Context: an optimization exercise on an open-source flow, tuned for small area, a short achievable clock period and few clock cycles. The choices shown serve that exercise and are no tape-out recipe. Where RTL was checked, it was by simulation tests only, not by an equivalence proof against the original. Power figures rest on the tool's default switching activity, not on a simulated workload.

==> inputs of run a <==
// signed_right_shift_mplier
module signed_right_shift_mplier #(
    parameter N = 32
)(
    input                 clk,
    input                 rst_n,       
    input    [N-1:0]      mcand,
    input    [N-1:0]      mplier,
    output   [2*N-1:0]    product,
    output                done
);
Settings: LEC_CHECK=0, CAP_MARGIN=20, CORE_MARGIN=2, CORE_UTILIZATION=40, SETUP_SLACK_MARGIN=2.5, SLEW_MARGIN=20, SYNTH_HIERARCHICAL=1; clock period 5.0 ns.
standard.sh (not shown) runs the stock make flow with config.mk's settings and CLKGATE_MAP_FILE= SYNTH_SCRIPT=/design/flow/synth_recipe.tcl, a recipe that flattens the netlist after the stock synthesis.
==> flow/flow/run.sh <==
#!/bin/bash
# Standard ORFS layout, but with small buffers on the ports instead of the
# delay cells buffer_ports picks by default.  Each tool's output is logged
# by ORFS under orfs/logs; make's own output goes to flow_make.log.
set -euo pipefail
export BUFFER_PORTS_ARGS="-buffer_cell sky130_fd_sc_hd__buf_1"
bash standard.sh > flow_make.log 2>&1
==> run b (differences from run a) <==
--- a/flow/design.v
+++ b/flow/design.v
@@ -13,11 +13,13 @@
     reg  [3:0]  e_one, e_two, e_neg;   
     reg  [32:0] S, C;         
     reg  [7:0]  sl, cl;       
     reg         cin;          
     reg  [31:0] ph;           
+    reg  [3:0]  e_onen, e_twon, e_negn;   
     reg         first;        
+    reg         firstn;       
     reg  [2:0]  cnt;
     function [11:0] benc(input [8:0] b);
         integer k;
         reg x2, x1, x0;
         begin
@@ -31,19 +33,24 @@
     endfunction
     wire [11:0] enc_start = benc({mplier[7:0], 1'b0});
     wire [11:0] enc_next  = benc(pl[15:7]);
     wire [32:0] mx  = {mc[31], mc};
     wire [32:0] mx2 = {mc, 1'b0};
+    wire [3:0]  one_h = ~e_onen, two_h = ~e_twon, neg_h = ~e_negn;
     wire [32:0] pp0, pp1, pp2, pp3;
-    wire [32:0] sel0 = ({33{e_one[0]}} & mx) | ({33{e_two[0]}} & mx2);
-    wire [32:0] sel1 = ({33{e_one[1]}} & mx) | ({33{e_two[1]}} & mx2);
-    wire [32:0] sel2 = ({33{e_one[2]}} & mx) | ({33{e_two[2]}} & mx2);
-    wire [32:0] sel3 = ({33{e_one[3]}} & mx) | ({33{e_two[3]}} & mx2);
-    assign pp0 = (sel0 ^ {33{e_neg[0]}}) ^ {1'b1, 32'b0};
-    assign pp1 = (sel1 ^ {33{e_neg[1]}}) ^ {1'b1, 32'b0};
-    assign pp2 = (sel2 ^ {33{e_neg[2]}}) ^ {1'b1, 32'b0};
-    assign pp3 = (sel3 ^ {33{e_neg[3]}}) ^ {1'b1, 32'b0};
+    wire [32:0] sel0 = {({16{one_h[0]}} & mx[32:17]) | ({16{two_h[0]}} & mx2[32:17]),
+                        ({17{e_one[0]}} & mx[16:0]) | ({17{e_two[0]}} & mx2[16:0])};
+    wire [32:0] sel1 = {({16{one_h[1]}} & mx[32:17]) | ({16{two_h[1]}} & mx2[32:17]),
+                        ({17{e_one[1]}} & mx[16:0]) | ({17{e_two[1]}} & mx2[16:0])};
+    wire [32:0] sel2 = {({16{one_h[2]}} & mx[32:17]) | ({16{two_h[2]}} & mx2[32:17]),
+                        ({17{e_one[2]}} & mx[16:0]) | ({17{e_two[2]}} & mx2[16:0])};
+    wire [32:0] sel3 = {({16{one_h[3]}} & mx[32:17]) | ({16{two_h[3]}} & mx2[32:17]),
+                        ({17{e_one[3]}} & mx[16:0]) | ({17{e_two[3]}} & mx2[16:0])};
+    assign pp0 = (sel0 ^ {{16{neg_h[0]}}, {17{e_neg[0]}}}) ^ {1'b1, 32'b0};
+    assign pp1 = (sel1 ^ {{16{neg_h[1]}}, {17{e_neg[1]}}}) ^ {1'b1, 32'b0};
+    assign pp2 = (sel2 ^ {{16{neg_h[2]}}, {17{e_neg[2]}}}) ^ {1'b1, 32'b0};
+    assign pp3 = (sel3 ^ {{16{neg_h[3]}}, {17{e_neg[3]}}}) ^ {1'b1, 32'b0};
     wire [32:0] negs;
     genvar g;
     generate
         for (g = 0; g < 33; g = g + 1) begin : g_negs
             if (g % 2 == 0 && g < 31) begin : g_e
@@ -51,12 +58,13 @@
             end else begin : g_o
                 assign negs[g] = 1'b0;
             end
         end
     endgenerate
-    wire [32:0] hs = first ? negs : S;
-    wire [32:0] hc = first ? {1'b1, 32'b0} : C;
+    wire        first_h = ~firstn;
+    wire [32:0] hs = {first_h ? negs[32:17] : S[32:17], first ? negs[16:0] : S[16:0]};
+    wire [32:0] hc = {first_h ? {1'b1, 15'b0} : C[32:17], first ? 17'b0 : C[16:0]};
     wire hs0_ = hs[4] ^ hc[4];
     wire hc0_ = hs[4] & hc[4];
     wire fs0, fc0;
     csa_fa u_fa0 (.a(hs[5]), .b(hc[5]), .c(pp0[5]), .s(fs0), .co(fc0));
     wire fs1, fc1;
@@ -560,23 +568,30 @@
     assign fsum[37] = pg_p[37] ^ sk_g5_36;
     assign fsum[38] = pg_p[38] ^ sk_g5_37;
     assign fsum[39] = pg_p[39] ^ sk_g5_38;
     wire cout = sk_g2_7;
     always @(posedge clk) begin
-        first <= ~rst_n;
+        first  <= ~rst_n;
+        firstn <= rst_n;
         if (!rst_n) begin
             mc    <= mcand;
             pl    <= mplier;
             e_one <= enc_start[3:0];
             e_two <= enc_start[7:4];
             e_neg <= enc_start[11:8];
+            e_onen <= ~enc_start[3:0];
+            e_twon <= ~enc_start[7:4];
+            e_negn <= ~enc_start[11:8];
             cnt   <= 3'd0;
         end else begin
             pl    <= {fsum[7:0], pl[31:8]};
             e_one <= enc_next[3:0];
             e_two <= enc_next[7:4];
             e_neg <= enc_next[11:8];
+            e_onen <= ~enc_next[3:0];
+            e_twon <= ~enc_next[7:4];
+            e_negn <= ~enc_next[11:8];
             cnt   <= cnt + 3'd1;
         end
         S   <= cs_s[40:8];
         C   <= cs_c[40:8];
         sl  <= cs_s[7:0];
Settings changed: CORE_UTILIZATION 40 to 65, PLACE_DENSITY set to 0.75.
==> run c (differences from run a) <==
--- a/flow/design.v
+++ b/flow/design.v
@@ -13,12 +13,15 @@
     reg  [3:0]  e_one, e_two, e_neg;   
     reg  [32:0] S, C;         
     reg  [7:0]  sl, cl;       
     reg         cin;          
     reg  [31:0] ph;           
+    reg  [3:0]  e_onen, e_twon, e_negn;   
     reg         first;        
+    reg         firstn;       
     reg  [2:0]  cnt;
+    reg         done_r;
     function [11:0] benc(input [8:0] b);
         integer k;
         reg x2, x1, x0;
         begin
             for (k = 0; k < 4; k = k + 1) begin
@@ -31,19 +34,24 @@
     endfunction
     wire [11:0] enc_start = benc({mplier[7:0], 1'b0});
     wire [11:0] enc_next  = benc(pl[15:7]);
     wire [32:0] mx  = {mc[31], mc};
     wire [32:0] mx2 = {mc, 1'b0};
+    wire [3:0]  one_h = ~e_onen, two_h = ~e_twon, neg_h = ~e_negn;
     wire [32:0] pp0, pp1, pp2, pp3;
-    wire [32:0] sel0 = ({33{e_one[0]}} & mx) | ({33{e_two[0]}} & mx2);
-    wire [32:0] sel1 = ({33{e_one[1]}} & mx) | ({33{e_two[1]}} & mx2);
-    wire [32:0] sel2 = ({33{e_one[2]}} & mx) | ({33{e_two[2]}} & mx2);
-    wire [32:0] sel3 = ({33{e_one[3]}} & mx) | ({33{e_two[3]}} & mx2);
-    assign pp0 = (sel0 ^ {33{e_neg[0]}}) ^ {1'b1, 32'b0};
-    assign pp1 = (sel1 ^ {33{e_neg[1]}}) ^ {1'b1, 32'b0};
-    assign pp2 = (sel2 ^ {33{e_neg[2]}}) ^ {1'b1, 32'b0};
-    assign pp3 = (sel3 ^ {33{e_neg[3]}}) ^ {1'b1, 32'b0};
+    wire [32:0] sel0 = {({16{one_h[0]}} & mx[32:17]) | ({16{two_h[0]}} & mx2[32:17]),
+                        ({17{e_one[0]}} & mx[16:0]) | ({17{e_two[0]}} & mx2[16:0])};
+    wire [32:0] sel1 = {({16{one_h[1]}} & mx[32:17]) | ({16{two_h[1]}} & mx2[32:17]),
+                        ({17{e_one[1]}} & mx[16:0]) | ({17{e_two[1]}} & mx2[16:0])};
+    wire [32:0] sel2 = {({16{one_h[2]}} & mx[32:17]) | ({16{two_h[2]}} & mx2[32:17]),
+                        ({17{e_one[2]}} & mx[16:0]) | ({17{e_two[2]}} & mx2[16:0])};
+    wire [32:0] sel3 = {({16{one_h[3]}} & mx[32:17]) | ({16{two_h[3]}} & mx2[32:17]),
+                        ({17{e_one[3]}} & mx[16:0]) | ({17{e_two[3]}} & mx2[16:0])};
+    assign pp0 = (sel0 ^ {{16{neg_h[0]}}, {17{e_neg[0]}}}) ^ {1'b1, 32'b0};
+    assign pp1 = (sel1 ^ {{16{neg_h[1]}}, {17{e_neg[1]}}}) ^ {1'b1, 32'b0};
+    assign pp2 = (sel2 ^ {{16{neg_h[2]}}, {17{e_neg[2]}}}) ^ {1'b1, 32'b0};
+    assign pp3 = (sel3 ^ {{16{neg_h[3]}}, {17{e_neg[3]}}}) ^ {1'b1, 32'b0};
     wire [32:0] negs;
     genvar g;
     generate
         for (g = 0; g < 33; g = g + 1) begin : g_negs
             if (g % 2 == 0 && g < 31) begin : g_e
@@ -51,12 +59,13 @@
             end else begin : g_o
                 assign negs[g] = 1'b0;
             end
         end
     endgenerate
-    wire [32:0] hs = first ? negs : S;
-    wire [32:0] hc = first ? {1'b1, 32'b0} : C;
+    wire        first_h = ~firstn;
+    wire [32:0] hs = {first_h ? negs[32:17] : S[32:17], first ? negs[16:0] : S[16:0]};
+    wire [32:0] hc = {first_h ? {1'b1, 15'b0} : C[32:17], first ? 17'b0 : C[16:0]};
     wire hs0_ = hs[4] ^ hc[4];
     wire hc0_ = hs[4] & hc[4];
     wire fs0, fc0;
     csa_fa u_fa0 (.a(hs[5]), .b(hc[5]), .c(pp0[5]), .s(fs0), .co(fc0));
     wire fs1, fc1;
@@ -560,34 +569,43 @@
     assign fsum[37] = pg_p[37] ^ sk_g5_36;
     assign fsum[38] = pg_p[38] ^ sk_g5_37;
     assign fsum[39] = pg_p[39] ^ sk_g5_38;
     wire cout = sk_g2_7;
     always @(posedge clk) begin
-        first <= ~rst_n;
+        first  <= ~rst_n;
+        firstn <= rst_n;
         if (!rst_n) begin
             mc    <= mcand;
             pl    <= mplier;
             e_one <= enc_start[3:0];
             e_two <= enc_start[7:4];
             e_neg <= enc_start[11:8];
+            e_onen <= ~enc_start[3:0];
+            e_twon <= ~enc_start[7:4];
+            e_negn <= ~enc_start[11:8];
             cnt   <= 3'd0;
+            done_r <= 1'b0;
         end else begin
             pl    <= {fsum[7:0], pl[31:8]};
             e_one <= enc_next[3:0];
             e_two <= enc_next[7:4];
             e_neg <= enc_next[11:8];
+            e_onen <= ~enc_next[3:0];
+            e_twon <= ~enc_next[7:4];
+            e_negn <= ~enc_next[11:8];
             cnt   <= cnt + 3'd1;
+            done_r <= (cnt == 3'd4);
         end
         S   <= cs_s[40:8];
         C   <= cs_c[40:8];
         sl  <= cs_s[7:0];
         cl  <= cs_c[7:0];
         cin <= first ? 1'b0 : cout;
         ph  <= fsum[39:8];
     end
     assign product = {ph, pl};
-    assign done    = (cnt == 3'd5);
+    assign done    = done_r;
 endmodule
 module pfx_black (
     input  gh,
     input  ph,
     input  gl,
@@ -611,8 +629,17 @@
     input  b,
     input  c,
     output s,
     output co
 );
-    assign s  = a ^ b ^ c;
+    wire t;
+    csa_xor u_x (.a(a), .b(b), .y(t));
+    assign s  = t ^ c;
     assign co = (a & b) | (a & c) | (b & c);
 endmodule
+module csa_xor (
+    input  a,
+    input  b,
+    output y
+);
+    assign y = a ^ b;
+endmodule
Settings changed: CORE_UTILIZATION 40 to 60, PLACE_DENSITY set to 0.7, SETUP_SLACK_MARGIN 2.5 to 2.85.
==> run d (differences from run a) <==
Settings changed: SETUP_SLACK_MARGIN 2.5 to not set.
==> impl_metrics.ini <==
[status]
status = finished clean

[placed_design]
pre_cts_ws_ns = 2.033

[pwr]
intPower_mw = 6.117
powerDensity_mw_per_mm2 = 752.6

[yosys]
synthAdderAreaFrac_pct = 24.18
ys_types = 36

[global_route]
gr-usage-met2_pct = 44.18

[route]
drt_iter0_markers = 714
Source of the figures above: run b

==> impl_metrics.ini <==
[pwr]
powerDensity_mw_per_mm2 = 770.1
intPower_mw = 5.908

[route]
drt_iter0_markers = 631

[global_route]
gr-usage-met2_pct = 32.93

[placed_design]
pre_cts_ws_ns = 1.941

[status]
status = finished clean
Source of the figures above: run d

==> impl_metrics.ini <==
[status]
status = finished clean

[pwr]
powerDensity_mw_per_mm2 = 737.9
intPower_mw = 6.246

[yosys]
synthAdderAreaFrac_pct = 24.55
ys_types = 34

[global_route]
gr-usage-met2_pct = 34.48

[placed_design]
pre_cts_ws_ns = 1.872

[route]
drt_iter0_markers = 672
Source of the figures above: run a

==> impl_metrics.ini <==
[timing]
worst_slack_ns = 2.810

[yosys]
synthAdderAreaFrac_pct = 14.31
ys_types = 37

[pwr]
switching_share_pct = 42.97
powerDensity_mw_per_mm2 = 809.4
intPower_mw = 7.220

[cells_and_area]
syn_to_final_growth_pct = 14.88

[floorplanning]
fp.dieArea_sq_mm = 0.02391

[placed_design]
pre_cts_ws_ns = 2.397

[global_route]
gr-usage-met2_pct = 41.26

[worst_setup_path]
crit_type = reg2reg

[status]
status = finished clean
Source of the figures above: run c

Testbench counts of run a, summed over its fixed seeds: cycles 48,000.
Testbench counts of run c, summed over its fixed seeds: cycles 48,000.
Testbench counts of run d, summed over its fixed seeds: cycles 48,000.
For run b, only the layout was checked, not whether the RTL still works.

========
==> maple: inputs <==
signed_right_shift_mplier with an RTL version that a note above also has.
==> flow/config.mk <==
export PLATFORM = sky130hd
export DESIGN_NAME = signed_right_shift_mplier
export DESIGN_NICKNAME = signed_right_shift_mplier
export VERILOG_FILES = /design/flow/design.v
export SDC_FILE = /design/flow/constraint.sdc
export NUM_CORES = 4
export LEC_CHECK = 0
export CAP_MARGIN = 20
export CORE_MARGIN = 2
export CORE_UTILIZATION = 40
export CTS_BUF_LIST = sky130_fd_sc_hd__clkbuf_4 sky130_fd_sc_hd__clkbuf_8
export SETUP_SLACK_MARGIN = 2.5
export SLEW_MARGIN = 20
export SYNTH_HIERARCHICAL = 1
==> flow/constraint.sdc <==
create_clock -name core_clock -period 5.0 [get_ports {clk}]
set_input_delay 1.0000 -clock core_clock [delete_from_list [all_inputs] [get_ports {clk}]]
set_output_delay 1.0000 -clock core_clock [all_outputs]
set_load 0.01 [all_outputs]
Scripts as last shown in full above: flow/flow/run.sh
==> nickel (differences from maple) <==
--- a/flow/design.v
+++ b/flow/design.v
@@ -14,16 +14,17 @@
     reg  [32:0] S, C;         
     reg  [7:0]  sl, cl;       
     reg         cin;          
     reg  [31:0] ph;           
     reg  [3:0]  e_onen, e_twon, e_negn;   
     reg         first;        
     reg         firstn;       
     reg  [2:0]  cnt;
+    reg         done_r;
     function [11:0] benc(input [8:0] b);
         integer k;
         reg x2, x1, x0;
         begin
             for (k = 0; k < 4; k = k + 1) begin
                 x2 = b[2*k+2]; x1 = b[2*k+1]; x0 = b[2*k];
                 benc[k]     = x1 ^ x0;                               
                 benc[4+k]   = (x2 & ~x1 & ~x0) | (~x2 & x1 & x0);    
@@ -577,35 +578,37 @@
             pl    <= mplier;
             e_one <= enc_start[3:0];
             e_two <= enc_start[7:4];
             e_neg <= enc_start[11:8];
             e_onen <= ~enc_start[3:0];
             e_twon <= ~enc_start[7:4];
             e_negn <= ~enc_start[11:8];
             cnt   <= 3'd0;
+            done_r <= 1'b0;
         end else begin
             pl    <= {fsum[7:0], pl[31:8]};
             e_one <= enc_next[3:0];
             e_two <= enc_next[7:4];
             e_neg <= enc_next[11:8];
             e_onen <= ~enc_next[3:0];
             e_twon <= ~enc_next[7:4];
             e_negn <= ~enc_next[11:8];
             cnt   <= cnt + 3'd1;
+            done_r <= (cnt == 3'd4);
         end
         S   <= cs_s[40:8];
         C   <= cs_c[40:8];
         sl  <= cs_s[7:0];
         cl  <= cs_c[7:0];
         cin <= first ? 1'b0 : cout;
         ph  <= fsum[39:8];
     end
     assign product = {ph, pl};
-    assign done    = (cnt == 3'd5);
+    assign done    = done_r;
 endmodule
 module pfx_black (
     input  gh,
     input  ph,
     input  gl,
     input  pl,
     output g,
     output p
@@ -623,11 +626,20 @@
 endmodule
 module csa_fa (
     input  a,
     input  b,
     input  c,
     output s,
     output co
 );
-    assign s  = a ^ b ^ c;
+    wire t;
+    csa_xor u_x (.a(a), .b(b), .y(t));
+    assign s  = t ^ c;
     assign co = (a & b) | (a & c) | (b & c);
 endmodule
+module csa_xor (
+    input  a,
+    input  b,
+    output y
+);
+    assign y = a ^ b;
+endmodule
CORE_UTILIZATION = 60   (was 40)
CTS_BUF_LIST = default   (was sky130_fd_sc_hd__clkbuf_4 sky130_fd_sc_hd__clkbuf_8)
GPL_TIMING_DRIVEN = 1   (was default)
PLACE_DENSITY = 0.7   (was default)
SETUP_SLACK_MARGIN = 2.8   (was 2.5)
==> summary.txt <==
| item | nickel | maple |
|---|---|---|
| Slack of the critical path | 2823 ps | 2485 ps |
| Via count of the first global-routing pass | 9,413 | 8,411 |
| Via total after detailed routing | 9,937 | 8,281 |
| Result of the run | complete, no violations | complete, no violations |
| Cell count after synthesis | 1,338 | 1,090 |
| Final Cell Area | 15,350 µm² | 14,050 µm² |
| Global placer's final weighted congestion | 0.8537 | 0.8684 |
| Clk power | 1.38 mW | 1.13 mW |
| Fraction of final layout cells sized beyond drive strength 1 | 21.92% | 14.98% |
| Start point of the critical path | mc[9] | mc[13] |
| Simple logic cell fraction of the synthesized area | 6.442% | 7.090% |
| Layout Area Growth over Synthesis | 12.75% | 12.31% |
| Synth top area share | 24.70% | 26.72% |
| R2R cell count | 6 | 5 |
Testbench counts of nickel, summed over its fixed seeds: cycles 48,000.
Function not checked in maple: the RTL went through the layout flow alone.

==> afterwards: timing with drivers on the ports <==
In the flow no input, the clock included, has a driving cell. The finished layouts below were timed again as built, in two steps.
Step 1: set_driving_cell puts a clkbuf_16 on clk and a buf_2 on each other input, an assumption about the parent block.
Step 2 moves the port delays by t, midway between the first and last clock arrival at a register: inputs arrive t later, outputs are due t later. That takes back most of the time a late clock gives input paths.
a / b / c = ideal ports / drivers / drivers and shift; a / b = the first two.
run	shift t [ns]	setup WS [ns]	worst hold slack (ns)	worst setup path after step 2	clock arrival spread, ns
run a	0.498	2.428 / 2.428 / 2.309	0.439 / 0.439 / 0.439	input to register	0.018 / 0.018
run b	0.483	2.468 / 2.468 / 2.468	0.459 / 0.459 / 0.459	register to register	0.013 / 0.013
run c	0.482	2.810 / 2.810 / 2.554	0.442 / 0.442 / 0.442	input to register	0.013 / 0.013
run d	0.506	1.950 / 1.935 / 1.950	0.449 / 0.449 / 0.449	register to register	0.019 / 0.019
maple	0.543	2.485 / 2.485 / 2.169	0.462 / 0.462 / 0.462	input to register	0.020 / 0.020
nickel	0.484	2.823 / 2.787 / 2.514	0.446 / 0.446 / 0.446	input to register	0.013 / 0.013
After both steps setup and hold are still met in every run listed. The setup slack of maple, which loses most, moves by 0.000 ns with the drivers and by -0.316 ns with both steps.
